Context: an optimization exercise on an open-source flow, tuned for small area and a short achievable clock period. The choices shown serve that exercise and are no tape-out recipe. Function was not checked in any run shown here: the RTL went through the layout flow alone. Power figures rest on the tool's default switching activity, not on a simulated workload.

==> flow/design.v <==
`default_nettype none
module as2650(
	input clk,
	input rst,
	input [7:0] bus_in,
	output [7:0] bus_out,
	output le_lo,
	output le_hi,
	output OEb,
	output WEb,
	output bus_dir,
	output IOC,
	output IOD,
	input [6:0] irqs,
	output flag,
	input sense,
	output [7:0] ext_io_addr,
	output io_bus_cyc,
	output io_bus_we,
	output [7:0] io_bus_out,
	input [7:0] io_bus_in,
	output [7:0] debug_psl,
	output [7:0] debug_psu,
	output [32:0] la_data_out,
	input wb_hidden_rom_enable,
	output reg cpu_hidden_rom_enable,
	output WE_ram
);
localparam FETCH = 0;
localparam PARAM1 = 1;
localparam PARAM2 = 2;
localparam DATA1 = 3;
localparam IO1 = 4;
localparam IO2 = 5;
localparam INVALID = 6;
localparam HALT = 7;
localparam EXT_IO1 = 8;
localparam EXT_IO2 = 9;
localparam EXT_IO3 = 10;
localparam EXT_IO4 = 11;
localparam INTERRUPT_ACTION1 = 12;
reg trap;
reg [2:0] irq_num;
reg [7:0] r0, r1, r2, r3, r5, r6, r7;
reg [7:0] psu;
reg [7:0] psl;
assign debug_psu = psu;
assign debug_psl = psl;
assign flag = psu[6];
reg [15:0] stack [15:0];
reg [12:0] PC;
reg [2:0] page_reg;
reg [11:0] ivectors_base;
reg [15:0] last_addr;
reg [3:0] cycle;
reg [7:0] insin;
reg [15:0] instruction_args_latch;
reg extend;
reg [1:0] warmup;
reg halted;
wire warm = warmup != 2'b00;
wire reset = rst || warm;
reg indirect_cyc;
reg [1:0] indexed_cyc;
reg relative_cyc;
reg [2:0] chirp_ptr;
wire [3:0] sp = psu[3:0];
wire [3:0] sp_m1 = sp - 4'd1;
wire [3:0] sp_p1 = sp + 4'd1;
wire [15:0] TOS = stack[sp_m1];
wire [7:0] r1_v = psl[4] ? r5 : r1;
wire [7:0] r2_v = psl[4] ? r6 : r2;
wire [7:0] r3_v = psl[4] ? r7 : r3;
assign la_data_out = {halted, r3_v, r2_v, r1_v, r0};
function [7:0] rd;
	input [1:0] a;
	begin
		case(a)
			2'd1: rd = r1_v;
			2'd2: rd = r2_v;
			2'd3: rd = r3_v;
			default: rd = r0;
		endcase
	end
endfunction
wire [7:0] instruction = cycle == FETCH ? bus_in : insin;
wire is_RETURN = (instruction[7:2] == 6'b000101 || instruction[7:2] == 6'b001101) && !extend;
wire is_DAR = instruction[7:2] == 6'b100101 && !extend;
wire is_CLR = instruction[7:2] == 6'h31 && !extend;
wire is_EXT = instruction == 8'hB7 && !extend;
wire is_HALT = instruction == 8'h40 && !extend;
wire is_NOP = instruction == 8'hC0 && !extend;
wire is_XCHG = instruction == 8'h91 && !extend;
wire is_MUL = instruction == 8'h90 && !extend;
wire is_ZBR = (instruction == 8'h9B || instruction == 8'hBB) && !extend;
wire is_BXA = (instruction == 8'h9F || instruction == 8'hBF) && !extend;
wire is_LPS = instruction[7:1] == 7'h49 && !extend;
wire is_SPS = instruction[7:1] == 7'h09 && !extend;
wire is_BRANCH = instruction[4:3] == 2'b11;
wire needs_param = (instruction[3:2] == 2'b01 || instruction[3:2] == 2'b10) && !is_RETURN && !is_DAR && !is_CLR && !is_EXT && !extend;
wire needs_2_param = instruction[3:2] == 2'b11 || (extend && instruction[3:2] == 2'b10);
wire is_indexed = ((instruction[3:2] == 2'b11 && instruction_args_latch[14:13] != 2'b00) && !is_BRANCH && !indirect_cyc && !extend) || (extend && (instruction[7:2] == 6'h03 || instruction[7:2] == 6'h33));
wire is_indirect_pre = (instruction[3:2] == 2'b10 || instruction[3:2] == 2'b11) && !indirect_cyc && !extend;
wire is_indirect_p1 = bus_in[7] && is_indirect_pre;
wire is_indirect_p2 = instruction_args_latch[15] && is_indirect_pre;
wire is_store = (instruction[7:4] == 4'hC && !is_NOP && !extend) || (instruction[7:3] == 5'h19 && extend);
wire is_COM = instruction[7:4] == 4'hE && !extend;
wire is_ALU_op = !instruction[4] && !is_store && !is_HALT && !is_COM && (!extend || instruction[3] == 1);
wire is_immediate = instruction[3:2] == 2'b01;
wire is_zero_reg = instruction[3:2] == 2'b00;
wire is_add_sub = instruction[7:5] == 3'h4 || instruction[7:5] == 3'h5;
wire is_relative = instruction[3:2] == 2'b10;
wire is_PUSH = instruction == 8'h10 && !extend;
wire is_POP = instruction == 8'h11 && !extend;
wire is_TPS = instruction[7:1] == 7'h5A && !extend;
wire is_CPS = instruction[7:1] == 7'h3A && !extend;
wire is_PPS = instruction[7:1] == 7'h3B && !extend;
wire is_RRR = instruction[7:2] == 6'h14 && !extend;
wire is_RRL = instruction[7:2] == 6'h34 && !extend;
wire is_TMI = instruction[7:2] == 6'h3D && !extend;
wire is_IO_READ = (instruction[7:2] == 6'h0C || instruction[7:2] == 6'h1C) && !extend;
wire is_IO_WRITE = (instruction[7:2] == 6'h2C || instruction[7:2] == 6'h3C) && !extend;
wire is_CPL = instruction[7:2] == 6'h38 && extend;
wire is_PSHS = instruction == 8'h10 && extend;
wire is_POPS = instruction == 8'h11 && extend;
wire is_SVB = instruction == 8'h12 && extend;
wire is_CHRP = instruction == 8'h13 && extend;
wire is_EXT_IO = (instruction[7:2] == 6'h15 || instruction[7:2] == 6'h35) && !extend;
wire is_TRAP = instruction == 8'h90 && extend;
wire is_CLRT = instruction == 8'h91 && extend;
wire is_LIR = instruction == 8'h92 && extend;
wire is_SIR = instruction == 8'h93 && extend;
wire [2:0] instr_reg_a = {psl[4], instruction[1:0]};
wire [7:0] instr_reg_v = rd(instruction[1:0]);
wire is_store_q = (insin[7:4] == 4'hC && insin != 8'hC0 && !extend) || (insin[7:3] == 5'h19 && extend);
wire is_IO_READ_q = (insin[7:2] == 6'h0C || insin[7:2] == 6'h1C) && !extend;
wire is_IO_WRITE_q = (insin[7:2] == 6'h2C || insin[7:2] == 6'h3C) && !extend;
wire [7:0] instr_reg_v_q = rd(insin[1:0]);
wire [12:0] PC_p1 = PC + 13'd1;
wire q_RETURN = (insin[7:2] == 6'b000101 || insin[7:2] == 6'b001101) && !extend;
wire q_DAR = insin[7:2] == 6'b100101 && !extend;
wire q_CLR = insin[7:2] == 6'h31 && !extend;
wire q_EXT = insin == 8'hB7 && !extend;
wire q_HALT = insin == 8'h40 && !extend;
wire q_NOP = insin == 8'hC0 && !extend;
wire q_XCHG = insin == 8'h91 && !extend;
wire q_MUL = insin == 8'h90 && !extend;
wire q_ZBR = (insin == 8'h9B || insin == 8'hBB) && !extend;
wire q_BXA = (insin == 8'h9F || insin == 8'hBF) && !extend;
wire q_LPS = insin[7:1] == 7'h49 && !extend;
wire q_SPS = insin[7:1] == 7'h09 && !extend;
wire q_BRANCH = insin[4:3] == 2'b11;
wire q_needs_param = (insin[3:2] == 2'b01 || insin[3:2] == 2'b10) && !q_RETURN && !q_DAR && !q_CLR && !q_EXT && !extend;
wire q_needs_2_param = insin[3:2] == 2'b11 || (extend && insin[3:2] == 2'b10);
wire q_indexed = ((insin[3:2] == 2'b11 && instruction_args_latch[14:13] != 2'b00) && !q_BRANCH && !indirect_cyc && !extend) || (extend && (insin[7:2] == 6'h03 || insin[7:2] == 6'h33));
wire q_indirect_pre = (insin[3:2] == 2'b10 || insin[3:2] == 2'b11) && !indirect_cyc && !extend;
wire q_indirect_p1 = bus_in[7] && q_indirect_pre;
wire q_indirect_p2 = instruction_args_latch[15] && q_indirect_pre;
wire q_store = (insin[7:4] == 4'hC && !q_NOP && !extend) || (insin[7:3] == 5'h19 && extend);
wire q_COM = insin[7:4] == 4'hE && !extend;
wire q_ALU_op = !insin[4] && !q_store && !q_HALT && !q_COM && (!extend || insin[3] == 1);
wire q_immediate = insin[3:2] == 2'b01;
wire q_zero_reg = insin[3:2] == 2'b00;
wire q_add_sub = insin[7:5] == 3'h4 || insin[7:5] == 3'h5;
wire q_relative = insin[3:2] == 2'b10;
wire q_PUSH = insin == 8'h10 && !extend;
wire q_POP = insin == 8'h11 && !extend;
wire q_TPS = insin[7:1] == 7'h5A && !extend;
wire q_CPS = insin[7:1] == 7'h3A && !extend;
wire q_PPS = insin[7:1] == 7'h3B && !extend;
wire q_RRR = insin[7:2] == 6'h14 && !extend;
wire q_RRL = insin[7:2] == 6'h34 && !extend;
wire q_TMI = insin[7:2] == 6'h3D && !extend;
wire q_IO_READ = (insin[7:2] == 6'h0C || insin[7:2] == 6'h1C) && !extend;
wire q_IO_WRITE = (insin[7:2] == 6'h2C || insin[7:2] == 6'h3C) && !extend;
wire q_CPL = insin[7:2] == 6'h38 && extend;
wire q_PSHS = insin == 8'h10 && extend;
wire q_POPS = insin == 8'h11 && extend;
wire q_SVB = insin == 8'h12 && extend;
wire q_CHRP = insin == 8'h13 && extend;
wire q_EXT_IO = (insin[7:2] == 6'h15 || insin[7:2] == 6'h35) && !extend;
wire q_TRAP = insin == 8'h90 && extend;
wire q_CLRT = insin == 8'h91 && extend;
wire q_LIR = insin == 8'h92 && extend;
wire q_SIR = insin == 8'h93 && extend;
wire q_CC_BRANCH = insin[7:4] == 4'h1 || insin[7:4] == 4'h3 || insin[7:4] == 4'h9 || insin[7:4] == 4'hB;
wire q_REG_BRANCH = !q_CC_BRANCH;
wire q_BRANCH_SUB = insin[7:4] != 4'hF && insin[5:4] == 2'b11;
wire [2:0] instr_reg_a_q = {psl[4], insin[1:0]};
wire [12:0] PC_p2 = PC + 13'd2;
wire [12:0] PC_p3 = PC + 13'd3;
wire [12:0] PC_p23 = needs_2_param ? PC_p3 : PC_p2;
wire [7:0] rel_lo = {1'b0, PC_p1[6:0]} + {1'b0, bus_in[6:0]};
wire [5:0] rel_hi_p1 = PC_p1[12:7] + 6'd1;
wire [5:0] rel_hi_m1 = PC_p1[12:7] - 6'd1;
wire [5:0] rel_hi = rel_lo[7] == bus_in[6] ? PC_p1[12:7] : (rel_lo[7] ? rel_hi_p1 : rel_hi_m1);
wire [12:0] relative_eff_address_pre = {rel_hi, rel_lo[6:0]};
wire [15:0] relative_eff_address = {page_reg, relative_eff_address_pre};
wire is_CC_BRANCH = instruction[7:4] == 4'h1 || instruction[7:4] == 4'h3 || instruction[7:4] == 4'h9 || instruction[7:4] == 4'hB;
wire is_REG_BRANCH = !is_CC_BRANCH;
wire is_BRANCH_SUB = instruction[7:4] != 4'hF && instruction[5:4] == 2'b11;
wire [7:0] reg_plus_1 = instr_reg_v + 8'd1;
wire [7:0] reg_minus_1 = instr_reg_v - 8'd1;
wire bcr_nonzero = instruction[7:4] == 4'hD ? instr_reg_v != 8'hFF : (instruction[7:4] == 4'hF ? instr_reg_v != 8'h01 : instr_reg_v != 8'h00);
wire should_branch = (is_CC_BRANCH && instruction[7] && psl[7:6] != instruction[1:0]) || (is_CC_BRANCH && !instruction[7] && instruction[1:0] == 2'b11) || (is_CC_BRANCH && !instruction[7] && psl[7:6] == instruction[1:0] || (is_REG_BRANCH && bcr_nonzero)) || is_ZBR || is_BXA;
wire [15:0] zbr_target = {(bus_in[6] ? 10'b0000000111 : 10'h000), bus_in[5:0]};
wire is_interrupt_cycle = cycle == INTERRUPT_ACTION1;
wire is_data_fetch_cycle = relative_cyc || indirect_cyc || cycle == DATA1 || is_interrupt_cycle;
wire is_instr_fetch_cycle = (cycle == FETCH || cycle == PARAM1 || cycle == PARAM2) && !is_data_fetch_cycle;
wire indexed_data1 = indexed_cyc != 2'b00 && cycle == DATA1;
wire IO_cyc = cycle == IO1 || cycle == IO2;
reg [15:0] requested_addr;
wire hit = last_addr == requested_addr;
wire hi_eq = requested_addr[15:8] == last_addr[15:8];
wire lo_eq = requested_addr[7:0] == last_addr[7:0];
wire mem_cyc = (is_instr_fetch_cycle || is_data_fetch_cycle) && !IO_cyc;
wire le_lo_act = mem_cyc && !lo_eq && hi_eq;
wire le_hi_act = mem_cyc && !hi_eq;
assign le_lo = (le_lo_act && !warm) && !rst;
assign le_hi = (le_hi_act && !warm) && !rst;
wire write_cyc = (cycle == DATA1 || (cycle == PARAM1 && relative_cyc)) && is_store_q;
wire [7:0] alu_instr_reg_q = indexed_data1 ? r0 : instr_reg_v_q;
assign OEb = (!(((is_instr_fetch_cycle || is_data_fetch_cycle) && hit) || (IO_cyc && is_IO_READ_q)) || warm || write_cyc) || rst;
assign WE_ram = (write_cyc && !warm && hit) && !rst;
wire WEb_run = !(write_cyc || (is_IO_WRITE_q && cycle == IO1)) || (!hit && !IO_cyc);
assign WEb = (WEb_run || warm) || rst;
assign bus_out = is_IO_WRITE_q && IO_cyc ? instr_reg_v_q : (le_lo_act ? requested_addr[7:0] : (le_hi_act ? requested_addr[15:8] : alu_instr_reg_q));
assign bus_dir = (!(!WEb_run || le_lo_act || le_hi_act || (is_IO_WRITE_q && IO_cyc)) || warm) || rst;
assign IOC = IO_cyc && !insin[6];
assign io_bus_cyc = cycle == EXT_IO3 || cycle == EXT_IO4;
assign io_bus_we = insin[7];
assign io_bus_out = instr_reg_v_q;
assign ext_io_addr = instruction_args_latch[15:8];
assign IOD = IO_cyc && insin[6];
reg [15:0] mul_res;
function [1:0] fadd;
	input x, y, z;
	begin
		fadd = {(x & y) | (x & z) | (y & z), x ^ y ^ z};
	end
endfunction
integer mi, mj;
reg [7:0] ms, mc;
reg [1:0] mt;
always @(*) begin
	for(mj = 0; mj < 8; mj = mj + 1) begin
		ms[mj] = r0[mj] & r1_v[0];
		mc[mj] = 1'b0;
	end
	mul_res[0] = ms[0];
	for(mi = 1; mi < 8; mi = mi + 1) begin
		for(mj = 0; mj < 8; mj = mj + 1) begin
			mt = fadd(r0[mj] & r1_v[mi], mj < 7 ? ms[mj + 1] : 1'b0, mc[mj]);
			ms[mj] = mt[0];
			mc[mj] = mt[1];
		end
		mul_res[mi] = ms[0];
	end
	mul_res[15:8] = {1'b0, ms[7:1]} + mc;
end
wire [7:0] rrr = psl[3] ? {psl[0], instr_reg_v[7:1]} : {instr_reg_v[0], instr_reg_v[7:1]};
wire [7:0] rrl = psl[3] ? {instr_reg_v[6:0], psl[0]} : {instr_reg_v[6:0], instr_reg_v[7]};
wire [7:0] alu_instr_reg = indexed_data1 ? r0 : instr_reg_v;
wire [7:0] alu_input1 = is_zero_reg ? r0 : alu_instr_reg;
wire [7:0] alu_input2 = is_zero_reg ? instr_reg_v : bus_in;
wire [2:0] alu_op = instruction[7:5];
wire alu_inv = alu_op != 3'd4;
wire alu_cin = alu_op == 3'd4 ? (psl[3] && psl[0]) : (alu_op == 3'd5 ? (!psl[3] || psl[0]) : 1'b0);
wire [8:0] alu_sum = {1'b0, alu_input1} + {1'b0, alu_inv ? ~alu_input2 : alu_input2} + {8'h00, alu_cin};
reg [8:0] alu_next;
always @(*) begin
	case(alu_op)
		1: alu_next = {psl[0], alu_input1 ^ alu_input2};
		2: alu_next = {psl[0], alu_input1 & alu_input2};
		3: alu_next = {psl[0], alu_input1 | alu_input2};
		4: alu_next = alu_sum;
		5: alu_next = alu_sum;
		default: alu_next = {psl[0], alu_input2};
	endcase
end
wire next_idc = alu_next[4] != alu_input1[4] ^ (alu_op == 5 ? ~alu_input2[4] : alu_input2[4]);
wire next_ovf = alu_input1[7] == alu_input2[7] && alu_next[7] != alu_input1[7];
wire cmp_eq = alu_input1 == alu_input2;
wire cmp_gt = alu_sum[8];
wire [1:0] cmp_cc = cmp_eq ? 2'b00 : ((psl[1] || alu_input1[7] == alu_input2[7]) ? (cmp_gt ? 2'b01 : 2'b10) : (alu_input1[7] ? 2'b10 : 2'b01));
function [1:0] cc_of;
	input [7:0] v;
	begin
		cc_of = v[7] ? 2'b10 : (v != 8'h00 ? 2'b01 : 2'b00);
	end
endfunction
wire [55:0] chirp_tab = {7'd10, 7'd13, 7'h21, 7'h70, 7'h72, 7'h69, 7'h68, 7'h43};
wire [6:0] chirpchar = chirp_tab[{chirp_ptr, 3'b000} - {3'b000, chirp_ptr} +: 7];
wire [7:0] irqs_all = {irqs[6], irqs[5], irqs[4], trap, irqs[3], irqs[2], irqs[1], irqs[0]};
wire [2:0] irq_enc = irqs_all[7] ? 3'h7 : (irqs_all[6] ? 3'h6 : (irqs_all[5] ? 3'h5 : (irqs_all[4] ? 3'h4 : (irqs_all[3] ? 3'h3 : (irqs_all[2] ? 3'h2 : (irqs_all[1] ? 3'h1 : 3'h0))))));
localparam WB_ALU = 4'd0, WB_REG = 4'd1, WB_INC = 4'd2, WB_DEC = 4'd3, WB_NOT = 4'd4, WB_CHRP = 4'd5, WB_ZERO = 4'd6, WB_R0 = 4'd7,
	WB_DAR = 4'd8, WB_RRR = 4'd9, WB_RRL = 4'd10, WB_PSL = 4'd11, WB_PSU = 4'd12, WB_BUS = 4'd13, WB_IO = 4'd14;
localparam PCS_HOLD = 3'd0, PCS_P1 = 3'd1, PCS_P23 = 3'd2, PCS_REL = 3'd3, PCS_ZBR = 3'd4, PCS_ABS = 3'd5, PCS_TOS = 3'd6;
localparam ITS_HOLD = 3'd0, ITS_ZBR = 3'd1, ITS_REL = 3'd2, ITS_IND2 = 3'd3, ITS_INT = 3'd4;
localparam A_HOLD = 2'd0, A_BUS = 2'd1, A_REG = 2'd2;
localparam ST_PC = 2'd0, ST_R10 = 2'd1, ST_PS = 2'd2;
localparam PR_MUL = 2'd0, PR_XCHG = 2'd1, PR_TOS = 2'd2;
localparam INS_HOLD = 3'd0, INS_BUS = 3'd1, INS_0C = 3'd2, INS_CC = 3'd3, INS_3F = 3'd4;
localparam ALL_FIELDS = 2'd0, ALL_TOS = 2'd1, ALL_R0 = 2'd2, ALL_CP = 2'd3;
localparam CC_HOLD = 3'd0, CC_CMP = 3'd1, CC_WB = 3'd2, CC_MUL = 3'd3, CC_01 = 3'd4, CC_TPS = 3'd5, CC_TMI = 3'd6;
localparam F_HOLD = 2'd0, F_ALU = 2'd1, F_RRR = 2'd2, F_RRL = 2'd3;
localparam SP_HOLD = 2'd0, SP_INC = 2'd1, SP_DEC = 2'd2;
localparam II_HOLD = 2'd0, II_CLR = 2'd1, II_SET = 2'd2;
wire [3:0] bcr_sel = instruction[7:4] == 4'hD ? WB_INC : (instruction[7:4] == 4'hF ? WB_DEC : WB_REG);
wire [3:0] bcr_sel_q = insin[7:4] == 4'hD ? WB_INC : (insin[7:4] == 4'hF ? WB_DEC : WB_REG);
reg trap_n;
reg [2:0] irq_num_n;
reg [11:0] ivb_n;
reg [3:0] cycle_n;
reg extend_n, halted_n, ind_n, rel_n;
reg [1:0] idx_n;
reg [2:0] chirp_n;
reg chre_n;
reg wb_en;
reg [2:0] wb_a;
reg [3:0] wb_sel;
reg pr_en;
reg [1:0] pr_sel;
reg st_en;
reg [1:0] st_sel;
reg [2:0] pc_sel, it_sel, ins_sel, cc_sel;
reg [1:0] ah_sel, al_sel, psl_all, psu_all, c_sel, idc_sel, sp_sel, ii_sel;
reg ovf_sel, cp_set;
always @(*) begin
	trap_n = trap;
	irq_num_n = irq_num;
	ivb_n = ivectors_base;
	cycle_n = cycle;
	extend_n = extend;
	halted_n = halted;
	ind_n = indirect_cyc;
	rel_n = relative_cyc;
	idx_n = indexed_cyc;
	chirp_n = chirp_ptr;
	chre_n = cpu_hidden_rom_enable;
	wb_en = 1'b0;
	wb_a = instr_reg_a;
	wb_sel = WB_ALU;
	pr_en = 1'b0;
	pr_sel = PR_MUL;
	st_en = 1'b0;
	st_sel = ST_PC;
	pc_sel = PCS_HOLD;
	it_sel = ITS_HOLD;
	ins_sel = INS_HOLD;
	ah_sel = A_HOLD;
	al_sel = A_HOLD;
	psl_all = ALL_FIELDS;
	psu_all = ALL_FIELDS;
	cc_sel = CC_HOLD;
	c_sel = F_HOLD;
	idc_sel = F_HOLD;
	ovf_sel = 1'b0;
	sp_sel = SP_HOLD;
	ii_sel = II_HOLD;
	cp_set = 1'b0;
	case(cycle)
	FETCH: begin
		ind_n = 1'b0;
		rel_n = 1'b0;
		idx_n = 2'b00;
		if(hit) begin
			pc_sel = PCS_P1;
			ins_sel = INS_BUS;
			if(is_LIR) begin
				ah_sel = A_REG;
				al_sel = A_REG;
				cycle_n = DATA1;
				extend_n = 1'b0;
				ins_sel = INS_0C;
			end else if(is_SIR) begin
				ah_sel = A_REG;
				al_sel = A_REG;
				cycle_n = DATA1;
				extend_n = 1'b0;
				ins_sel = INS_CC;
			end else if(needs_param || needs_2_param) begin
				if(is_BRANCH && !should_branch) begin
					pc_sel = PCS_P23;
					cycle_n = FETCH;
					if(is_REG_BRANCH) begin
						wb_en = 1'b1;
						wb_sel = bcr_sel;
					end
				end else cycle_n = PARAM1;
			end else begin
				if(is_HALT) halted_n = 1'b1;
				extend_n = is_EXT;
				if(is_CPL) begin
					wb_en = 1'b1;
					wb_sel = WB_NOT;
				end
				if(is_TRAP) trap_n = 1'b1;
				if(is_CLRT) trap_n = 1'b0;
				if(is_XCHG) begin
					pr_en = 1'b1;
					pr_sel = PR_XCHG;
				end
				if(is_PUSH) begin
					st_en = 1'b1;
					st_sel = ST_R10;
					sp_sel = SP_INC;
				end
				if(is_POP) begin
					pr_en = 1'b1;
					pr_sel = PR_TOS;
					sp_sel = SP_DEC;
				end
				if(is_PSHS) begin
					st_en = 1'b1;
					st_sel = ST_PS;
					sp_sel = SP_INC;
				end
				if(is_POPS) begin
					psl_all = ALL_TOS;
					psu_all = ALL_TOS;
				end
				if(is_SVB) ivb_n = {r1_v, r0[7:4]};
				if(is_CHRP) begin
					wb_en = 1'b1;
					wb_a = 3'b000;
					wb_sel = WB_CHRP;
					chirp_n = chirp_ptr + 3'd1;
					cc_sel = CC_01;
				end
				if(is_CLR) begin
					wb_en = 1'b1;
					wb_sel = WB_ZERO;
				end
				if(is_RETURN) begin
					if(instruction[1:0] == 2'b11 || instruction[1:0] == psl[7:6]) begin
						pc_sel = PCS_TOS;
						sp_sel = SP_DEC;
						if(instruction[5]) ii_sel = II_CLR;
					end
				end
				if(is_MUL) begin
					pr_en = 1'b1;
					pr_sel = PR_MUL;
					cc_sel = CC_MUL;
				end
				if(is_COM && is_zero_reg) begin
					cc_sel = CC_CMP;
				end else if(is_ALU_op && is_zero_reg) begin
					wb_en = 1'b1;
					wb_a = 3'b000;
					wb_sel = WB_ALU;
					c_sel = F_ALU;
					cc_sel = CC_WB;
					if(is_add_sub) begin
						idc_sel = F_ALU;
						ovf_sel = 1'b1;
					end
				end else if(is_store && !is_NOP && is_zero_reg) begin
					wb_en = 1'b1;
					wb_sel = WB_R0;
					cc_sel = CC_WB;
				end
				if(is_DAR) begin
					wb_en = 1'b1;
					wb_sel = WB_DAR;
				end
				if(is_RRR) begin
					if(psl[3]) begin
						c_sel = F_RRR;
						idc_sel = F_RRR;
					end
					cc_sel = CC_WB;
					wb_en = 1'b1;
					wb_sel = WB_RRR;
				end
				if(is_RRL) begin
					if(psl[3]) begin
						c_sel = F_RRL;
						idc_sel = F_RRL;
					end
					cc_sel = CC_WB;
					wb_en = 1'b1;
					wb_sel = WB_RRL;
				end
				if(is_LPS) begin
					if(instruction[0]) psl_all = ALL_R0;
					else psu_all = ALL_R0;
				end
				if(is_SPS) begin
					wb_en = 1'b1;
					wb_a = 3'b000;
					wb_sel = instruction[0] ? WB_PSL : WB_PSU;
					cc_sel = CC_WB;
				end
				cycle_n = is_HALT ? HALT : (is_IO_READ || is_IO_WRITE ? IO1 : FETCH);
			end
		end
	end
	PARAM1: begin
		if(hit) begin
			if(is_instr_fetch_cycle) pc_sel = PCS_P1;
			if(q_immediate || relative_cyc) begin
				if(q_store) begin
				end else if(q_ALU_op) begin
					wb_en = 1'b1;
					wb_sel = WB_ALU;
					c_sel = F_ALU;
					cc_sel = CC_WB;
					if(q_add_sub) begin
						idc_sel = F_ALU;
						ovf_sel = 1'b1;
					end
				end else begin
					if(q_TPS) cc_sel = CC_TPS;
					if(q_CPS) begin
						cp_set = 1'b0;
						if(insin[0]) psl_all = ALL_CP;
						else psu_all = ALL_CP;
					end
					if(q_PPS) begin
						cp_set = 1'b1;
						if(insin[0]) psl_all = ALL_CP;
						else psu_all = ALL_CP;
					end
					if(q_COM) cc_sel = CC_CMP;
					if(q_TMI) cc_sel = CC_TMI;
				end
				cycle_n = q_EXT_IO ? EXT_IO1 : FETCH;
				extend_n = 1'b0;
				rel_n = 1'b0;
			end else if(q_needs_2_param || indirect_cyc) begin
				cycle_n = PARAM2;
			end else if(q_relative && q_indirect_p1) begin
				it_sel = q_ZBR ? ITS_ZBR : ITS_REL;
				ind_n = 1'b1;
			end else if(q_relative && !q_indirect_p1) begin
				if(q_BRANCH) begin
					if(q_BRANCH_SUB) begin
						st_en = 1'b1;
						sp_sel = SP_INC;
					end
					pc_sel = q_ZBR ? PCS_ZBR : PCS_REL;
					if(q_REG_BRANCH) begin
						wb_en = 1'b1;
						wb_sel = bcr_sel_q;
					end
					extend_n = 1'b0;
					cycle_n = FETCH;
				end else begin
					rel_n = 1'b1;
					it_sel = ITS_REL;
				end
			end
			ah_sel = A_BUS;
		end
	end
	PARAM2: begin
		if(hit) begin
			if(is_instr_fetch_cycle) pc_sel = PCS_P1;
			if(!indirect_cyc && instruction_args_latch[14:13] != 2'b00 && !q_BRANCH) begin
				idx_n = q_indexed ? instruction_args_latch[14:13] : 2'b00;
				if(q_indexed && instruction_args_latch[14:13] != 2'b11 && !extend) begin
					wb_en = 1'b1;
					wb_sel = instruction_args_latch[14:13] == 2'b01 ? WB_INC : WB_DEC;
				end
			end
			if(q_indirect_p2 && !indirect_cyc) begin
				ind_n = 1'b1;
				it_sel = ITS_IND2;
				cycle_n = PARAM1;
			end else if(q_BRANCH) begin
				if(insin == 8'h1F) chre_n = 1'b0;
				if(q_BRANCH_SUB) begin
					st_en = 1'b1;
					sp_sel = SP_INC;
				end
				pc_sel = PCS_ABS;
				if(q_REG_BRANCH) begin
					wb_en = 1'b1;
					wb_sel = bcr_sel_q;
				end
				cycle_n = FETCH;
				extend_n = 1'b0;
			end else cycle_n = DATA1;
			al_sel = A_BUS;
		end
	end
	DATA1: begin
		if(hit) begin
			ind_n = 1'b0;
			idx_n = 2'b00;
			if(q_store) begin
			end else if(q_COM) begin
				cc_sel = CC_CMP;
			end else if(q_ALU_op) begin
				wb_en = 1'b1;
				wb_a = indexed_data1 ? 3'b000 : instr_reg_a_q;
				wb_sel = WB_ALU;
				c_sel = F_ALU;
				cc_sel = CC_WB;
				if(q_add_sub) begin
					idc_sel = F_ALU;
					ovf_sel = 1'b1;
				end
			end
			cycle_n = FETCH;
			extend_n = 1'b0;
		end
	end
	IO1: begin
		cycle_n = IO2;
	end
	IO2: begin
		if(q_IO_READ) begin
			wb_en = 1'b1;
			wb_sel = WB_BUS;
			cc_sel = CC_WB;
		end
		cycle_n = FETCH;
	end
	EXT_IO1: begin
		cycle_n = EXT_IO2;
	end
	EXT_IO2: begin
		cycle_n = EXT_IO3;
	end
	EXT_IO3: begin
		cycle_n = EXT_IO4;
	end
	EXT_IO4: begin
		if(!insin[7]) begin
			wb_en = 1'b1;
			wb_sel = WB_IO;
			cc_sel = CC_WB;
		end
		cycle_n = FETCH;
	end
	INTERRUPT_ACTION1: begin
		ins_sel = INS_3F;
		ind_n = 1'b1;
		it_sel = ITS_INT;
		ii_sel = II_SET;
		cycle_n = PARAM1;
	end
	default: begin
	end
	endcase
	if(cycle == HALT || (cycle == FETCH && !hit)) begin
		if(irqs != 7'h00 && !psu[5]) begin
			irq_num_n = irq_enc;
			cycle_n = INTERRUPT_ACTION1;
		end
	end
end
wire [7:0] dar_res = {instr_reg_v[7:4] + (psl[0] ? 4'h0 : 4'hA), instr_reg_v[3:0] + (psl[5] ? 4'h0 : 4'hA)};
reg [7:0] wb_d;
always @(*) begin
	case(wb_sel)
		WB_REG: wb_d = instr_reg_v;
		WB_INC: wb_d = reg_plus_1;
		WB_DEC: wb_d = reg_minus_1;
		WB_NOT: wb_d = ~instr_reg_v;
		WB_CHRP: wb_d = {1'b0, chirpchar};
		WB_ZERO: wb_d = 8'h00;
		WB_R0: wb_d = r0;
		WB_DAR: wb_d = dar_res;
		WB_RRR: wb_d = rrr;
		WB_RRL: wb_d = rrl;
		WB_PSL: wb_d = psl;
		WB_PSU: wb_d = psu;
		WB_BUS: wb_d = bus_in;
		WB_IO: wb_d = io_bus_in;
		default: wb_d = alu_next[7:0];
	endcase
end
reg [15:0] pr_d;
always @(*) begin
	case(pr_sel)
		PR_XCHG: pr_d = {r0, r1_v};
		PR_TOS: pr_d = TOS;
		default: pr_d = mul_res;
	endcase
end
reg [15:0] st_d;
always @(*) begin
	case(st_sel)
		ST_R10: st_d = {r1_v, r0};
		ST_PS: st_d = {psu, psl};
		default: st_d = {page_reg, indirect_cyc ? PC : PC_p1};
	endcase
end
wire [7:0] abs_hi = indirect_cyc || extend ? instruction_args_latch[15:8] : {page_reg[2], instruction_args_latch[14:8]};
wire [7:0] abs_hi_p1 = abs_hi + 8'd1;
wire [8:0] abs_lo = {1'b0, bus_in} + {1'b0, q_BXA ? r3_v : 8'h00};
wire [15:0] abs_target = {abs_lo[8] ? abs_hi_p1 : abs_hi, abs_lo[7:0]};
reg [15:0] pcp_n;
always @(*) begin
	case(pc_sel)
		PCS_P1: pcp_n = {page_reg, PC_p1};
		PCS_P23: pcp_n = {page_reg, PC_p23};
		PCS_REL: pcp_n = relative_eff_address;
		PCS_ZBR: pcp_n = zbr_target;
		PCS_ABS: pcp_n = abs_target;
		PCS_TOS: pcp_n = TOS;
		default: pcp_n = {page_reg, PC};
	endcase
end
wire [2:0] page_n = pcp_n[15:13];
wire [12:0] PC_n = pcp_n[12:0];
wire it_step_up = cycle == PARAM1 && hit;
wire it_step_down = cycle == PARAM2 && hit;
wire [15:0] it_held = requested_addr + (it_step_down ? 16'hFFFF : {15'h0000, it_step_up});
reg [15:0] it_n;
always @(*) begin
	case(it_sel)
		ITS_ZBR: it_n = zbr_target;
		ITS_REL: it_n = relative_eff_address;
		ITS_IND2: it_n = q_BRANCH ? {page_reg[2], instruction_args_latch[14:8], bus_in} : {page_reg, instruction_args_latch[12:8], bus_in};
		ITS_INT: it_n = {ivectors_base, irq_num, 1'b0};
		default: it_n = it_held;
	endcase
end
wire [15:0] args_n = {ah_sel == A_BUS ? bus_in : (ah_sel == A_REG ? r3_v : instruction_args_latch[15:8]),
					al_sel == A_BUS ? bus_in : (al_sel == A_REG ? r2_v : instruction_args_latch[7:0])};
reg [7:0] insin_n;
always @(*) begin
	case(ins_sel)
		INS_BUS: insin_n = bus_in;
		INS_0C: insin_n = 8'h0C;
		INS_CC: insin_n = 8'hCC;
		INS_3F: insin_n = 8'h3F;
		default: insin_n = insin;
	endcase
end
wire [15:0] last_n = {le_hi_act ? requested_addr[15:8] : last_addr[15:8], le_lo_act ? requested_addr[7:0] : last_addr[7:0]};
reg [1:0] cc_n;
always @(*) begin
	case(cc_sel)
		CC_CMP: cc_n = cmp_cc;
		CC_WB: cc_n = cc_of(wb_d);
		CC_MUL: cc_n = mul_res[15] ? 2'b10 : ((r0 != 8'h00 && r1_v != 8'h00) ? 2'b01 : 2'b00);
		CC_01: cc_n = 2'b01;
		CC_TPS: cc_n = (((insin[0] ? psl : psu) & bus_in) == bus_in) ? 2'b00 : 2'b01;
		CC_TMI: cc_n = ((instr_reg_v_q & bus_in) == instr_reg_v_q) ? 2'b00 : 2'b01;
		default: cc_n = psl[7:6];
	endcase
end
reg c_n, idc_n;
always @(*) begin
	case(c_sel)
		F_ALU: c_n = alu_next[8];
		F_RRR: c_n = instr_reg_v[0];
		F_RRL: c_n = instr_reg_v[7];
		default: c_n = psl[0];
	endcase
	case(idc_sel)
		F_ALU: idc_n = next_idc;
		F_RRR: idc_n = instr_reg_v[6];
		F_RRL: idc_n = instr_reg_v[4];
		default: idc_n = psl[5];
	endcase
end
wire ovf_n = ovf_sel ? next_ovf : psl[2];
wire [3:0] sp_n = sp_sel == SP_INC ? sp_p1 : (sp_sel == SP_DEC ? sp_m1 : sp);
wire ii_n = ii_sel == II_CLR ? 1'b0 : (ii_sel == II_SET ? 1'b1 : psu[5]);
reg [7:0] psl_n, psu_n;
always @(*) begin
	case(psl_all)
		ALL_TOS: psl_n = TOS[7:0];
		ALL_R0: psl_n = r0;
		ALL_CP: psl_n = cp_set ? (psl | bus_in) : (psl & ~bus_in);
		default: psl_n = {cc_n, idc_n, psl[4:3], ovf_n, psl[1], c_n};
	endcase
	case(psu_all)
		ALL_TOS: psu_n = {TOS[15:12], sp_m1};
		ALL_R0: psu_n = r0;
		ALL_CP: psu_n = cp_set ? (psu | bus_in) : (psu & ~bus_in);
		default: psu_n = {sense, psu[6], ii_n, psu[4], sp_n};
	endcase
end
wire fetch_n = (cycle_n == FETCH || cycle_n == PARAM1 || cycle_n == PARAM2) && !(rel_n || ind_n);
wire [7:0] index_n = (cycle == PARAM2 && !indirect_cyc && !extend && instruction_args_latch[14:13] == 2'b01) ? instr_reg_v_q + 8'd1 :
					((cycle == PARAM2 && !indirect_cyc && !extend && instruction_args_latch[14:13] == 2'b10) ? instr_reg_v_q - 8'd1 : instr_reg_v_q);
wire [7:0] d1_hi = indirect_cyc || extend ? instruction_args_latch[15:8] : {page_reg, instruction_args_latch[12:8]};
wire [7:0] d1_hi_p1 = d1_hi + 8'd1;
wire [8:0] d1_lo = {1'b0, bus_in} + {1'b0, idx_n != 2'b00 ? index_n : 8'h00};
wire [15:0] d1_addr = cycle == PARAM2 ? {d1_lo[8] ? d1_hi_p1 : d1_hi, d1_lo[7:0]} :
					(cycle == FETCH ? {page_reg, r3_v[4:0], r2_v} : requested_addr);
wire [15:0] req_n = cycle_n == DATA1 ? d1_addr : (fetch_n ? pcp_n : ((ind_n || rel_n) ? it_n : 16'h0000));
always @(posedge clk) begin
	if(reset) begin
		requested_addr <= 16'h0000;
		psl <= 8'h00;
		psu <= 8'h20;  
		cycle <= 4'h0;
		last_addr <= 16'hAAAA;
		insin <= 8'h00;
		PC <= 13'h0000;
		extend <= 1'b0;
		warmup <= rst ? 2'b11 : warmup - 2'd1;
		halted <= 1'b0;
		indirect_cyc <= 1'b0;
		relative_cyc <= 1'b0;
		indexed_cyc <= 2'b00;
		page_reg <= 3'b000;
		ivectors_base <= 12'h000;
		chirp_ptr <= 3'b000;
		trap <= 1'b0;
		cpu_hidden_rom_enable <= wb_hidden_rom_enable;
	end else begin
		trap <= trap_n;
		requested_addr <= req_n;
		irq_num <= irq_num_n;
		psu <= psu_n;
		psl <= psl_n;
		PC <= PC_n;
		page_reg <= page_n;
		ivectors_base <= ivb_n;
		last_addr <= last_n;
		cycle <= cycle_n;
		insin <= insin_n;
		extend <= extend_n;
		halted <= halted_n;
		indirect_cyc <= ind_n;
		relative_cyc <= rel_n;
		indexed_cyc <= idx_n;
		chirp_ptr <= chirp_n;
		cpu_hidden_rom_enable <= chre_n;
	end
end
always @(posedge clk) begin
	if(!reset && st_en) stack[sp] <= st_d;
end
wire [7:0] wd_lo = (pr_en ? pr_d[7:0] : wb_d) & {8{!reset}};
wire [7:0] wd_hi = (pr_en ? pr_d[15:8] : wb_d) & {8{!reset}};
wire [7:0] wd = wb_d & {8{!reset}};
wire wr_any = wb_en && !pr_en;
always @(posedge clk) begin
	if(reset || pr_en || (wr_any && wb_a[1:0] == 2'd0)) r0 <= wd_lo;
	if(reset || (pr_en && !psl[4]) || (wr_any && wb_a == 3'd1)) r1 <= wd_hi;
	if(reset || (pr_en && psl[4]) || (wr_any && wb_a == 3'd5)) r5 <= wd_hi;
	if(reset || (wr_any && wb_a == 3'd2)) r2 <= wd;
	if(reset || (wr_any && wb_a == 3'd3)) r3 <= wd;
	if(reset || (wr_any && wb_a == 3'd6)) r6 <= wd;
	if(reset || (wr_any && wb_a == 3'd7)) r7 <= wd;
end
always @(posedge clk) begin
	instruction_args_latch <= args_n;
end
endmodule
==> flow/flow/run.sh <==
#!/bin/bash
# The standard layout (standard.sh: the standard flow's own synthesis and ORFS flow) with two changes:
# - the input and output ports are buffered with sky130_fd_sc_hd__buf_2 cells instead of
#   the cell buffer_ports picks by default;
# - ORFS's repair_timing steps aim for 9 ns of setup slack rather than 0, so that they size
#   up the slowest paths; the clock and constraints are the design's.
# Make's full output goes to flow_make.log here; ORFS's own logs are under orfs/logs.
set -euo pipefail
export BUFFER_PORTS_ARGS="-buffer_cell sky130_fd_sc_hd__buf_2"
export SETUP_SLACK_MARGIN=9
export TNS_END_PERCENT=5
bash standard.sh finish > flow_make.log 2>&1
==> flow/standard.sh <==
#!/bin/bash
# synth_recipe.tcl (not shown) runs the flow's synth.tcl, then flattens the netlist and writes it again
# the make line also repeats each setting of config.mk as NAME=value (left out here)
make -C /OpenROAD-flow-scripts/flow DESIGN_CONFIG=/design/flow/config.mk WORK_HOME=/design/flow/orfs CLKGATE_MAP_FILE= SYNTH_SCRIPT=/design/flow/synth_recipe.tcl "${@:-finish}"
==> flow/config.mk <==
export PLATFORM = sky130hd
export DESIGN_NAME = as2650
export DESIGN_NICKNAME = as2650
export VERILOG_FILES = /design/flow/design.v
export SDC_FILE = /design/flow/constraint.sdc
export NUM_CORES = 4
export LEC_CHECK = 0
export CAP_MARGIN = 20
export CORE_MARGIN = 2
export CORE_UTILIZATION = 40
export CTS_BUF_LIST = sky130_fd_sc_hd__clkbuf_8
export SLEW_MARGIN = 20
==> flow/constraint.sdc <==
create_clock -name core_clock -period 16.0 [get_ports {clk}]
set_input_delay 3.2000 -clock core_clock [delete_from_list [all_inputs] [get_ports {clk}]]
set_output_delay 3.2000 -clock core_clock [all_outputs]
set_load 0.01 [all_outputs]
==> results of run 1 <==
[logic make-up after synthesis]
| family | Yosys count |
|---|---|
| fa+ha+maj | 179 |
| simple gates | 990 |
| compound gates | 829 |
| flops | 424 |
| buf+inv | 400 |
| xor+xnor | 133 |
| mux | 218 |
[what timing repair did]
action	CTS	global route
endpoints found under the setup margin	626	554
gates cloned	5	0
setup buffers	48	12
pin swaps	14	21
hold buffers	0	0
resized for setup	87	49
[final cells by class]
| type | instances | area [um^2] |
|---|---|---|
| Clock buffer | 79 | 1090 |
| Multi-Input combinational cell | 2349 | 18200 |
| Clock inverter | 58 | 287 |
| Inverter | 157 | 622 |
| Sequential cell | 424 | 11800 |
| Fill cell | 7340 | 41000 |
| Timing Repair inverter | 2 | 17.5 |
| Tap cell | 1030 | 1290 |
| Antenna cell | 6 | 15.0 |
| Timing Repair Buffer | 268 | 1920 |
[how the worst max path moves through the flow]
stage	start	to	slack (ns)
after floorplan	bus_in[2]	psl[6]$_SDFFE_PN0P_	8.80
after detailed placement	bus_in[3]	r5[5]$_DFFE_PP_	7.21
final	rst	WEb	8.86
after CTS	rst	WEb	8.86
after global placement	bus_in[0]	r1[0]$_DFFE_PP_	7.27
after global routing	rst	WEb	8.82
[worst max-delay path, cell delays in order]
cell,delay (ns)
sky130_fd_sc_hd__buf_6,0.10
sky130_fd_sc_hd__nor2b_4,0.13
sky130_fd_sc_hd__buf_12,0.18
sky130_fd_sc_hd__inv_16,0.05
sky130_fd_sc_hd__nor2_4,0.07
sky130_fd_sc_hd__nand2_1,0.06
sky130_fd_sc_hd__buf_2,0.15
[power by group through the flow]
stage / registers [mW] / clock network, mW / logic [mW]
after floorplan: 1.21 / 0 / 0.147
after global placement: 1.21 / 0 / 0.239
after detailed placement: 1.21 / 0 / 0.238
after CTS: 1.19 / 0.969 / 0.261
after global routing: 1.19 / 1.01 / 0.290
final: 1.19 / 0.951 / 0.279
[stage by stage]
step,instances,worst slack (ns)
after floorplan,3173,8.80
after global placement,4163,7.27
after detailed placement,4165,7.21
after CTS,4355,8.86
after global routing,4368,8.82
final,4373,8.86
[routing by layer]
layer | GRT usage | share of wire | vias to the layer above
met2 | 0.472 | 0.43 | 1783
met4 | 0.212 | 0.076 | 2
met1 | 0.402 | 0.39 | 13800
met3 | 0.0684 | 0.10 | 490
li1 | - | - | 12100
met5 | 0 | 0.000079 | -
[layout by cell type, fill, tap and decap left out, types with 62 or more instances in the layout]
| cell type | instances |
|---|---|
| sky130_fd_sc_hd__edfxtp_1 | 326 |
| sky130_fd_sc_hd__nor2_1 | 276 |
| sky130_fd_sc_hd__nand2_1 | 234 |
| sky130_fd_sc_hd__a21oi_1 | 215 |
| sky130_fd_sc_hd__inv_1 | 167 |
| sky130_fd_sc_hd__o21ai_0 | 149 |
| sky130_fd_sc_hd__buf_4 | 146 |
| sky130_fd_sc_hd__ha_1 | 122 |
| sky130_fd_sc_hd__buf_2 | 107 |
| sky130_fd_sc_hd__dfxtp_1 | 96 |
| sky130_fd_sc_hd__mux2i_1 | 87 |
| sky130_fd_sc_hd__mux4_2 | 87 |
| sky130_fd_sc_hd__xnor2_1 | 84 |
| sky130_fd_sc_hd__clkbuf_8 | 79 |
| sky130_fd_sc_hd__and2_1 | 70 |
| sky130_fd_sc_hd__nor3_1 | 62 |
| sky130_fd_sc_hd__nand3_1 | 62 |
==> load_flow_metrics.sql, run 1 <==
INSERT INTO impl_metrics (metric_group, metric, value, unit) VALUES
('pwr', 'totalPowerFinal', '2.42', 'mW'),
('pwr', 'pwr_density_cell', '68.7', 'nW/um^2'),
('floorplanning', 'die_h', '282', 'um'),
('floorplanning', 'die_width', '282', 'um'),
('logic_synthesis', 'synth_compound_gate_area_share', '0.180', ''),
('pwr', 'leakage', '12.6', 'nW'),
('clocking', 'cts_num_sinks', '424', ''),
('logic_synthesis', 'synth_top_family_by_area', 'compound AO/OA/AOI/OAI gates', ''),
('min_path', 'hold_path_end', 'last_addr[5]$_SDFFE_PN1P_', ''),
('logic_synthesis', 'postSynth.topFlopCell', 'sky130_fd_sc_hd__edfxtp_1', ''),
('logic_synthesis', 'synth-async-reset-ratio', '0', ''),
('logic_synthesis', 'synth_area_leaders', 'sky130_fd_sc_hd__edfxtp_1 (32%), sky130_fd_sc_hd__dfxtp_1 (6.4%), sky130_fd_sc_hd__mux4_2 (6.3%)', ''),
('timing', 'slew_headroom', '0.220', ''),
('logic_synthesis', 'synth.top_cell.area_share', '0.317', ''),
('logic_synthesis', 'yosys_warning_count', '1', ''),
('logic_synthesis', 'synth_seq_cells', '424', ''),
('run', 'maxCapViolCount', '0', ''),
('routing', 'via_per_inst', '6.43', ''),
('clocking', 'path_clk_slew', '0.06', 'ns'),
('worst_setup_path', 'cp.arrival', '3.94', 'ns'),
('timing', 'unrepaired_setup_endpoints_after_global_routing', 'true', ''),
('routing', 'dr_total_vias', '28100', ''),
('worst_setup_path', 'setup.worst_path.start_class', 'primary input', ''),
('pwr', 'switching_power', '0.665', 'mW'),
('timing', 'tns', '0', 'ns'),
('logic_synthesis', 'yosys.area_share.simple', '0.157', ''),
('layout', 'fin_util', '0.462', ''),
('floorplanning', 'area_of_the_die', '79400', 'um^2'),
('logic_synthesis', 'synth_cells', '3173', ''),
('worst_setup_path', 'worstReg2RegStart', 'psl[4]$_SDFFE_PN0N_', ''),
('worst_setup_path', 'crit_type', 'primary input to output pin', ''),
('min_path', 'timing.hold.worst.class', 'flop to flop', ''),
('timing', 'worst_pin_slew', '1.16', 'ns'),
('worst_setup_path', 'cp.required', '12.80', 'ns'),
('worst_setup_path', 'critPathMaxFanout', '6', ''),
('logic_synthesis', 'yosys.cell_count.top_type', 'sky130_fd_sc_hd__edfxtp_1', ''),
('routing', 'drt_wl_total', '126', 'mm'),
('global_routing', 'grt_first_pass_wirelength', '182', 'mm'),
('routing', 'route.detailed.wl_per_inst', '28.8', 'um'),
('logic_synthesis', 'avgSynthCellArea', '9.73', 'um^2'),
('worst_setup_path', 'timing.reg2reg.setup_slack', '9.15', 'ns'),
('place', 'port-buffer-count', '111', ''),
('logic_synthesis', 'synth_seq_area_share', '0.381', ''),
('global_routing', 'first_global_vias', '26800', ''),
('timing', 'layout_worst_path_cycle_share', '0.447', ''),
('timing', 'layout_min_cycle_time', '7.14', 'ns'),
('pwr', 'switching_share', '0.275', ''),
('logic_synthesis', 'netlist-cell-type-count', '101', ''),
('run_status', 'outcome', 'timing/DRC/antenna clean', ''),
('routing', 'detailed_router_iteration_count_before_antenna_repair', '8', ''),
('pwr', 'comb_power_share', '0.116', ''),
('min_path', 'launch_instance_of_the_worst_min_delay_path', 'last_addr[5]$_SDFFE_PN1P_', ''),
('clocking', 'clock_latency', '0.70', 'ns'),
('logic_synthesis', 'synth_commonest_cells', 'sky130_fd_sc_hd__edfxtp_1 (326), sky130_fd_sc_hd__nor2_1 (301), sky130_fd_sc_hd__nand2_1 (236), sky130_fd_sc_hd__a21oi_1 (234), sky130_fd_sc_hd__clkbuf_1 (184)', ''),
('routing', 'postRouteAntennaNets', '0', ''),
('routing', 'initialDrtViolationCount', '3905', ''),
('global_routing', 'grt_remaining_overflow', '0', ''),
('clocking', 'clock-root-buffer', 'sky130_fd_sc_hd__clkbuf_8', ''),
('place', 'gp_congestion', '1.03', ''),
('layout', 'final_layout_size_suffix_gt1_frac', '0.196', ''),
('logic_synthesis', 'area_share_of_fa_ha_maj_cells_after_synthesis', '0.0847', ''),
('timing', 'holdWs', '0.487', 'ns'),
('layout', 'registers.top_by_ff_count', 'stack', ''),
('timing', 'hold_viol', '0', ''),
('min_path', 'min_path_cells', '2', ''),
('clocking', 'num_cts_buffers', '76', ''),
('timing', 'setup-violations-final', '0', ''),
('clocking', 'clk_path_buf_depth', '3', ''),
('logic_synthesis', 'syn-num-nets', '3378', ''),
('layout', 'largest_register_ffs', '256', ''),
('logic_synthesis', 'synth_xor_xnor_area_share', '0.0377', '');
==> run 2: changes to the inputs <==
==> flow/flow/run.sh (replaced) <==
#!/bin/bash
# The standard layout (standard.sh: the standard flow's own synthesis and ORFS flow) with two changes:
# - the input and output ports are buffered with sky130_fd_sc_hd__buf_2 cells instead of
#   the cell buffer_ports picks by default;
# - ORFS's repair_timing steps aim for 10 ns of setup slack rather than 0, so that they size
#   up the slowest paths; the clock and constraints are the design's.
# Make's full output goes to flow_make.log here; ORFS's own logs are under orfs/logs.
set -euo pipefail
export BUFFER_PORTS_ARGS="-buffer_cell sky130_fd_sc_hd__buf_2"
export SETUP_SLACK_MARGIN=10
export TNS_END_PERCENT=5
bash standard.sh finish > flow_make.log 2>&1
==> load_flow_metrics.sql, run 2 <==
INSERT INTO impl_metrics (metric_group, metric, value, unit) VALUES
('run_status', 'outcome', 'timing/DRC/antenna clean', ''),
('logic_synthesis', 'synth_top_family_by_area', 'compound AO/OA/AOI/OAI gates', ''),
('pwr', 'switching_power', '0.703', 'mW'),
('worst_setup_path', 'crit_top_cell', 'sky130_fd_sc_hd__buf_8', ''),
('logic_synthesis', 'synth.top_cell.area_share', '0.317', ''),
('logic_synthesis', 'syn-num-nets', '3378', ''),
('clocking', 'clock_latency', '0.70', 'ns'),
('layout', 'largest_register_ffs', '256', ''),
('logic_synthesis', 'postSynth.topFlopCell', 'sky130_fd_sc_hd__edfxtp_1', ''),
('layout', 'multi_input_gate_area_in_the_final_layout', '18800', 'um^2'),
('place', 'place_inst', '4164', ''),
('worst_setup_path', 'critPathMaxFanout', '5', ''),
('clocking', 'ctsHoldBuffers', '0', ''),
('pwr', 'comb_power_share', '0.115', ''),
('timing', 'layout_min_cycle_time', '7.15', 'ns'),
('global_routing', 'grt_remaining_overflow', '0', ''),
('layout', 'fin_util', '0.482', ''),
('global_routing', 'grt_first_pass_wirelength', '185', 'mm'),
('logic_synthesis', 'synth_area_leaders', 'sky130_fd_sc_hd__edfxtp_1 (32%), sky130_fd_sc_hd__dfxtp_1 (6.4%), sky130_fd_sc_hd__mux4_2 (6.3%)', ''),
('logic_synthesis', 'synth_commonest_cells', 'sky130_fd_sc_hd__edfxtp_1 (326), sky130_fd_sc_hd__nor2_1 (301), sky130_fd_sc_hd__nand2_1 (236), sky130_fd_sc_hd__a21oi_1 (234), sky130_fd_sc_hd__clkbuf_1 (184)', ''),
('worst_setup_path', 'path_delay_family', 'buffers and inverters', ''),
('worst_setup_path', 'cp.arrival', '3.95', 'ns'),
('layout', 'final_layout_size_suffix_gt1_frac', '0.239', ''),
('pwr', 'leakage', '13.2', 'nW'),
('timing', 'tns', '0', 'ns'),
('global_routing', 'first_global_vias', '26900', ''),
('global_routing', 'groute.usage.overall', '0.320', ''),
('worst_setup_path', 'critical_path.cell_chain', 'buf_8 > nor2b_4 > buf_12 > buf_8 > nand3_2 > buf_6', ''),
('min_path', 'timing.hold.worst.class', 'flop to flop', ''),
('timing', 'slew_headroom', '0.299', ''),
('layout', 'n_fill_cell', '7142', ''),
('logic_synthesis', 'synth-async-reset-ratio', '0', ''),
('worst_setup_path', 'crit_path_top_delay_cell', 'sky130_fd_sc_hd__buf_12', ''),
('logic_synthesis', 'netlist-cell-type-count', '101', ''),
('routing', 'route.detailed.wl_per_inst', '29.1', 'um'),
('logic_synthesis', 'synth_seq_cells', '424', ''),
('timing', 'layout_worst_path_cycle_share', '0.447', ''),
('clocking', 'path_clk_slew', '0.06', 'ns'),
('worst_setup_path', 'critical_path.n_buffers_inverters', '4', ''),
('floorplanning', 'die_h', '282', 'um'),
('timing', 'worst_pin_slew', '1.05', 'ns'),
('layout', 'mostFrequentLayoutCell', 'sky130_fd_sc_hd__edfxtp_1', ''),
('logic_synthesis', 'synth_seq_area_share', '0.381', ''),
('layout', 'regArea', '11800', 'um^2'),
('routing', 'detailed_router_iteration_count_before_antenna_repair', '6', ''),
('routing', 'postRouteAntennaNets', '0', ''),
('place', 'gp_congestion', '1.03', ''),
('pwr', 'switching_share', '0.271', ''),
('layout', 'registers.top_by_ff_count', 'stack', ''),
('layout', 'layout.cells.non_filler', '4445', ''),
('clocking', 'clk_path_buf_depth', '3', ''),
('pwr', 'pwr_density_cell', '70.5', 'nW/um^2'),
('logic_synthesis', 'avgSynthCellArea', '9.73', 'um^2'),
('timing', 'hold_viol', '0', ''),
('routing', 'dr_total_vias', '28600', ''),
('layout', 'areaGrowthSynthToFinish', '19.1', '%'),
('clocking', 'num_cts_buffers', '77', ''),
('floorplanning', 'die_width', '282', 'um'),
('run', 'maxCapViolCount', '0', ''),
('logic_synthesis', 'yosys.cell_count.top_type', 'sky130_fd_sc_hd__edfxtp_1', ''),
('worst_setup_path', 'setup.worst_path.start_class', 'primary input', ''),
('logic_synthesis', 'area_share_of_fa_ha_maj_cells_after_synthesis', '0.0847', ''),
('floorplanning', 'area_of_the_die', '79400', 'um^2'),
('clocking', 'cts_num_sinks', '424', ''),
('place', 'port-buffer-count', '111', ''),
('clocking', 'clock-root-buffer', 'sky130_fd_sc_hd__clkbuf_8', ''),
('logic_synthesis', 'yosys_warning_count', '1', ''),
('routing', 'drt_wl_total', '129', 'mm'),
('timing', 'unrepaired_setup_endpoints_after_global_routing', 'true', ''),
('worst_setup_path', 'cp_slowest_stage_delay', '0.18', 'ns'),
('timing', 'setup-violations-final', '0', '');
run 2: cell count changes in the layout (fill, tap and decap cells not counted), sizes merged, moves of 4 or more:
cell    previous run  this run
buf              265       332
clkinv            34        19
clkbuf            79        89
inv              176       183
bufinv             1         6
o21a              10        14
run 2: cell families after synthesis:
group,count (synthesis)
xor+xnor,133
fa+ha+maj,179
compound gates,829
buf+inv,400
flops,424
simple gates,990
mux,218
run 2: worst paths after layout:
check / start / to / slack [ns] / cells past startpoint
setup / recovery: rst / OEb / 8.85 / 6
setup reg to reg: psl[4]$_SDFFE_PN0N_ / psl[6]$_SDFFE_PN0P_ / 9.24 / 29
hold / removal: last_addr[7]$_SDFFE_PN1P_ / last_addr[7]$_SDFFE_PN1P_ / 0.49 / 2
hold reg to reg: last_addr[7]$_SDFFE_PN1P_ / last_addr[7]$_SDFFE_PN1P_ / 0.49 / 2
run 2: layout make-up:
cell class,instances,share of cell area
Multi-Input combinational cell,2353,0.512
Sequential cell,424,0.320
Timing Repair Buffer,336,0.0711
Tap cell,1030,0.0351
Clock buffer,87,0.0326
Inverter,157,0.0173
Clock inverter,52,0.0114
Timing Repair inverter,2,0.000476
Antenna cell,4,0.000272
run 2: repair_timing:
action | CTS | global route
cloned | 9 | 0
setup buffers | 104 | 25
gates resized for setup | 200 | 59
hold endpoints to repair | 0 | 0
pin swaps | 59 | 32
setup endpoints to repair | 715 | 688
run 2: power groups by stage:
stage | Combinational (mW) | Sequential [mW] | Clock, mW
after detailed placement | 0.240 | 1.21 | 0
after global routing | 0.309 | 1.19 | 1.17
after floorplan | 0.153 | 1.21 | 0
final | 0.299 | 1.19 | 1.11
after global placement | 0.241 | 1.21 | 0
after CTS | 0.280 | 1.19 | 1.12
run 2: metal layers:
metal,GRT usage,part of all wire
met5,0,0
met4,0.204,0.076
met3,0.0738,0.11
met2,0.484,0.43
met1,0.412,0.38
run 2: tightest hold or removal path: stages, from the launching register on:
cell and delay, ns:
sky130_fd_sc_hd__dfxtp_1 0.34, sky130_fd_sc_hd__a21oi_1 0.06, sky130_fd_sc_hd__o21ai_0 0.06
run 2: through the flow:
step / total power [mW] / worst slack (ns) / hold WS, ns / cell area (um^2)
6_report: 2.59 / 8.85 / 0.491 / 36800
2_1_floorplan: 1.36 / 9.00 / 0.438 / 31200
4_1_cts: 2.59 / 8.84 / 0.495 / 36200
5_1_grt: 2.66 / 8.82 / 0.533 / 36800
3_3_place_gp: 1.45 / 7.26 / 0.472 / 32700
3_5_place_dp: 1.45 / 7.28 / 0.482 / 32800

-- what the ideal ports hide --
The results above use ideal ports. As a check the final layouts listed here were re-extracted and re-timed, cells and wires unchanged. Step 1 assumes that a clkbuf_16 drives the clock port and a buf_2 every other input. Step 2 times the ports against the registers' clock, not the clock port: input delays grow and output delays shrink by t, the midpoint of the rising clock arrivals with the driver on. Slacks: ideal ports / drivers / drivers and shift; pairs: ideal ports / drivers.
run | t (ns) | slack for setup (ns) | latest minus earliest clock arrival (ns) | worst register clock-pin slew, ns
run 1 | 0.726 | 8.856 / 8.825 / 8.211 | 0.071 / 0.071 | 0.07 / 0.07
run 2 | 0.732 | 8.847 / 8.808 / 8.402 | 0.067 / 0.067 | 0.09 / 0.09
After both steps setup and hold are still met in every run listed. For run 1, which loses most, drivers alone change the setup slack by -0.031 ns; drivers and shift together by -0.645 ns.
